This design comes from an exercise in tuning for small area on the open sky130 flow, not from production work.
The RTL was checked by simulation tests, not by an equivalence proof against the original design.

Setup of violet:
==> flow/design.v (excerpt) <==
module top (
    input  wire clk,
    input  wire rst_n,
    input  wire start,
    input  wire preload_valid,
    input  wire [5:0] preload_addr,
    input  wire [7:0] preload_data,
    input  wire [63:0] x_vector_flat,
    output wire [127:0] result_flat
);
Size: roughly 210 I/O pins, about 43000 sq um of cells after synthesis.
==> flow/config.mk <==
export PLATFORM = sky130hd
export DESIGN_NAME = top
export DESIGN_NICKNAME = top
export VERILOG_FILES = /design/flow/design.v
export SDC_FILE = /design/flow/constraint.sdc
export NUM_CORES = 4
export LEC_CHECK = 0
export CAP_MARGIN = 20
export CORE_MARGIN = 2
export CORE_UTILIZATION = 40
export SLEW_MARGIN = 20
export SYNTH_HIERARCHICAL = 1
export SYNTH_MINIMUM_KEEP_SIZE = 0
==> flow/constraint.sdc <==
create_clock -name core_clock -period 10.0 [get_ports {clk}]
set_input_delay 2.0000 -clock core_clock [delete_from_list [all_inputs] [get_ports {clk}]]
set_output_delay 2.0000 -clock core_clock [all_outputs]
set_load 0.01 [all_outputs]
standard.sh (not shown) runs the stock make flow with config.mk's settings and CLKGATE_MAP_FILE= SYNTH_SCRIPT=/design/flow/synth_recipe.tcl, a recipe that flattens the netlist after the stock synthesis.
==> flow/flow/run.sh <==
#!/bin/bash
# The standard ORFS layout (the standard.sh, standard synthesis), with:
#  - port buffers made with buf_1 instead of the default delay buffer;
#  - clock tree synthesis with clkbuf_4, sink clusters of up to 10 within 60 um, no dummy loads.
# make's output goes to standard.log; ORFS keeps each step's log under orfs/logs.
set -euo pipefail
bash standard.sh \
  BUFFER_PORTS_ARGS="-buffer_cell sky130_fd_sc_hd__buf_1" \
  CTS_ARGS="-sink_clustering_enable -repair_clock_nets -dont_use_dummy_load -buf_list sky130_fd_sc_hd__clkbuf_4 -sink_clustering_size 10 -sink_clustering_max_diameter 60" \
  finish > standard.log 2>&1
> inputs changed (violet -> harbor)
==> flow/flow/run.sh <==
#!/bin/bash
# The standard ORFS layout (the standard.sh, standard synthesis), with:
#  - port buffers made with buf_1 instead of the default delay buffer;
#  - clock tree synthesis with clkbuf_4, larger sink clusters, no dummy loads.
# make's output goes to standard.log; ORFS keeps each step's log under orfs/logs.
set -euo pipefail
bash standard.sh \
  BUFFER_PORTS_ARGS="-buffer_cell sky130_fd_sc_hd__buf_1" \
  CTS_ARGS="-sink_clustering_enable -repair_clock_nets -dont_use_dummy_load -buf_list sky130_fd_sc_hd__clkbuf_4 -sink_buffer_max_cap_derate 1.0" \
  finish > standard.log 2>&1
--- outcome ---
- As far as number of core rows goes, violet and harbor are indistinguishable; the numbers are identical.
- No stage failed in harbor, and the final checks on the layout all came back clean.
- Going from violet to harbor, layout overhead on the synthesized area grows by 1.9 points.
Modified inputs, ember compared to harbor
==> flow/flow/run.sh <==
#!/bin/bash
# The standard ORFS layout (the standard.sh, standard synthesis), with:
#  - port buffers made with buf_1 instead of the default delay buffer;
#  - clock tree synthesis with clkbuf_4, sink clusters of up to 8 within 50 um, no dummy loads.
# make's output goes to standard.log; ORFS keeps each step's log under orfs/logs.
set -euo pipefail
bash standard.sh \
  BUFFER_PORTS_ARGS="-buffer_cell sky130_fd_sc_hd__buf_1" \
  CTS_ARGS="-sink_clustering_enable -repair_clock_nets -dont_use_dummy_load -buf_list sky130_fd_sc_hd__clkbuf_4 -sink_clustering_size 8 -sink_clustering_max_diameter 50" \
  finish > standard.log 2>&1
-- flow/config.mk --
<<< harbor, line 9
export CORE_MARGIN = 2
export CORE_UTILIZATION = 40
export SLEW_MARGIN = 20
>>> ember, line 9
export CORE_MARGIN = 2
export CORE_UTILIZATION = 65
export SLEW_MARGIN = 20
- Looking at clock insertion delay at the later pin of the skew report, ember sits 130 ps lower than harbor does.
- Looking at worst setup slack after layout across ember and harbor, the one that comes out higher is ember.
- ember: minimum hold slack is 61 ps higher than what harbor reported.
- Taking harbor over ember, the total instance count after detailed placement ratio works out to 1.12.
- On fmax, ember and harbor are basically level.
- ember vs harbor, cell count of the worst reg-to-reg path went up by 4.
- Higher clock-buffer cell count among ember and harbor: harbor
Input-level comparison between yarrow and ember:
==> flow/flow/run.sh <==
#!/bin/bash
# The standard ORFS layout (the standard.sh, standard synthesis), with:
#  - port buffers made with buf_1 instead of the default delay buffer;
#  - clock tree synthesis with clkbuf_4, sink clusters of up to 10 within 60 um, no dummy loads.
# make's output goes to standard.log; ORFS keeps each step's log under orfs/logs.
set -euo pipefail
bash standard.sh \
  BUFFER_PORTS_ARGS="-buffer_cell sky130_fd_sc_hd__buf_1" \
  CTS_ARGS="-sink_clustering_enable -repair_clock_nets -dont_use_dummy_load -buf_list sky130_fd_sc_hd__clkbuf_4 -sink_clustering_size 10 -sink_clustering_max_diameter 60" \
  finish > standard.log 2>&1
## What came out
- No stage failed in yarrow, and the final checks on the layout all came back clean.
- Per the comparison of yarrow with ember, total number of vias decreased by 150 relative to the old numbers, global-route usage ~0 delta.
- Compared yarrow against ember; wire length of the first global-routing pass within noise.
- Of the two values seen for top metal layer carrying routed signals, met4 was produced by yarrow and met5 by ember.
Inputs modified between yarrow and onyx:
==> flow/flow/run.sh <==
#!/bin/bash
# The standard ORFS layout (the standard.sh, standard synthesis), with:
#  - port buffers made with buf_1 instead of the default delay buffer;
#  - clock tree synthesis with clkbuf_4, sink clusters of up to 8 within 50 um, no dummy loads.
# make's output goes to standard.log; ORFS keeps each step's log under orfs/logs.
set -euo pipefail
bash standard.sh \
  BUFFER_PORTS_ARGS="-buffer_cell sky130_fd_sc_hd__buf_1" \
  CTS_ARGS="-sink_clustering_enable -repair_clock_nets -dont_use_dummy_load -buf_list sky130_fd_sc_hd__clkbuf_4 -sink_clustering_size 8 -sink_clustering_max_diameter 50" \
  finish > standard.log 2>&1
-- flow/config.mk --
<<< yarrow, line 9
export CORE_MARGIN = 2
export CORE_UTILIZATION = 65
export SLEW_MARGIN = 20
>>> onyx, line 9
export CORE_MARGIN = 2
export CORE_UTILIZATION = 40
export SLEW_MARGIN = 20
[summary]
Period utilization on onyx is down relative to yarrow. onyx vs. yarrow: area added between synthesis and finish saw an increase; register area now sits at about the same level; synthesized area stayed essentially flat. Lower final setup slack of the worst path was reported by yarrow, not onyx. On clock network area share: onyx sits above yarrow.

-- port drivers added, routing unchanged --
The flow's constraints put no driver on any port. The routed layouts listed below were extracted and timed again, unchanged, in two steps.
Step 1: set_driving_cell puts a clkbuf_16 on clk and a buf_2 on each other input, an assumption about the parent block.
Step 2 times the ports against the registers' clock, not the clock port: input delays grow and output delays shrink by t, the midpoint of the rising clock arrivals with the driver on.
Three values: ideal, step 1, step 2; two values: the first two.
| run | t (ns) | setup WS [ns] | hold slack, ns | worst setup path after step 2 | clock arrival spread, ns |
|---|---|---|---|---|---|
| violet | 0.966 | 0.632 / 0.632 / 0.498 | 0.330 / 0.330 / 0.330 | input to register | 0.074 / 0.074 |
| harbor | 1.061 | 0.540 / 0.540 / 0.478 | 0.267 / 0.267 / 0.267 | input to register | 0.152 / 0.152 |
| ember | 0.913 | 0.553 / 0.553 / 0.388 | 0.328 / 0.328 / 0.328 | input to register | 0.186 / 0.186 |
| yarrow | 0.893 | 0.586 / 0.586 / 0.376 | 0.330 / 0.330 / 0.330 | input to register | 0.187 / 0.186 |
| onyx | 0.973 | 0.629 / 0.629 / 0.537 | 0.275 / 0.275 / 0.275 | input to register | 0.122 / 0.122 |
After both steps setup and hold are still met in every run listed. For yarrow, which loses most, drivers alone change the setup slack by 0.000 ns; drivers and shift together by -0.210 ns.
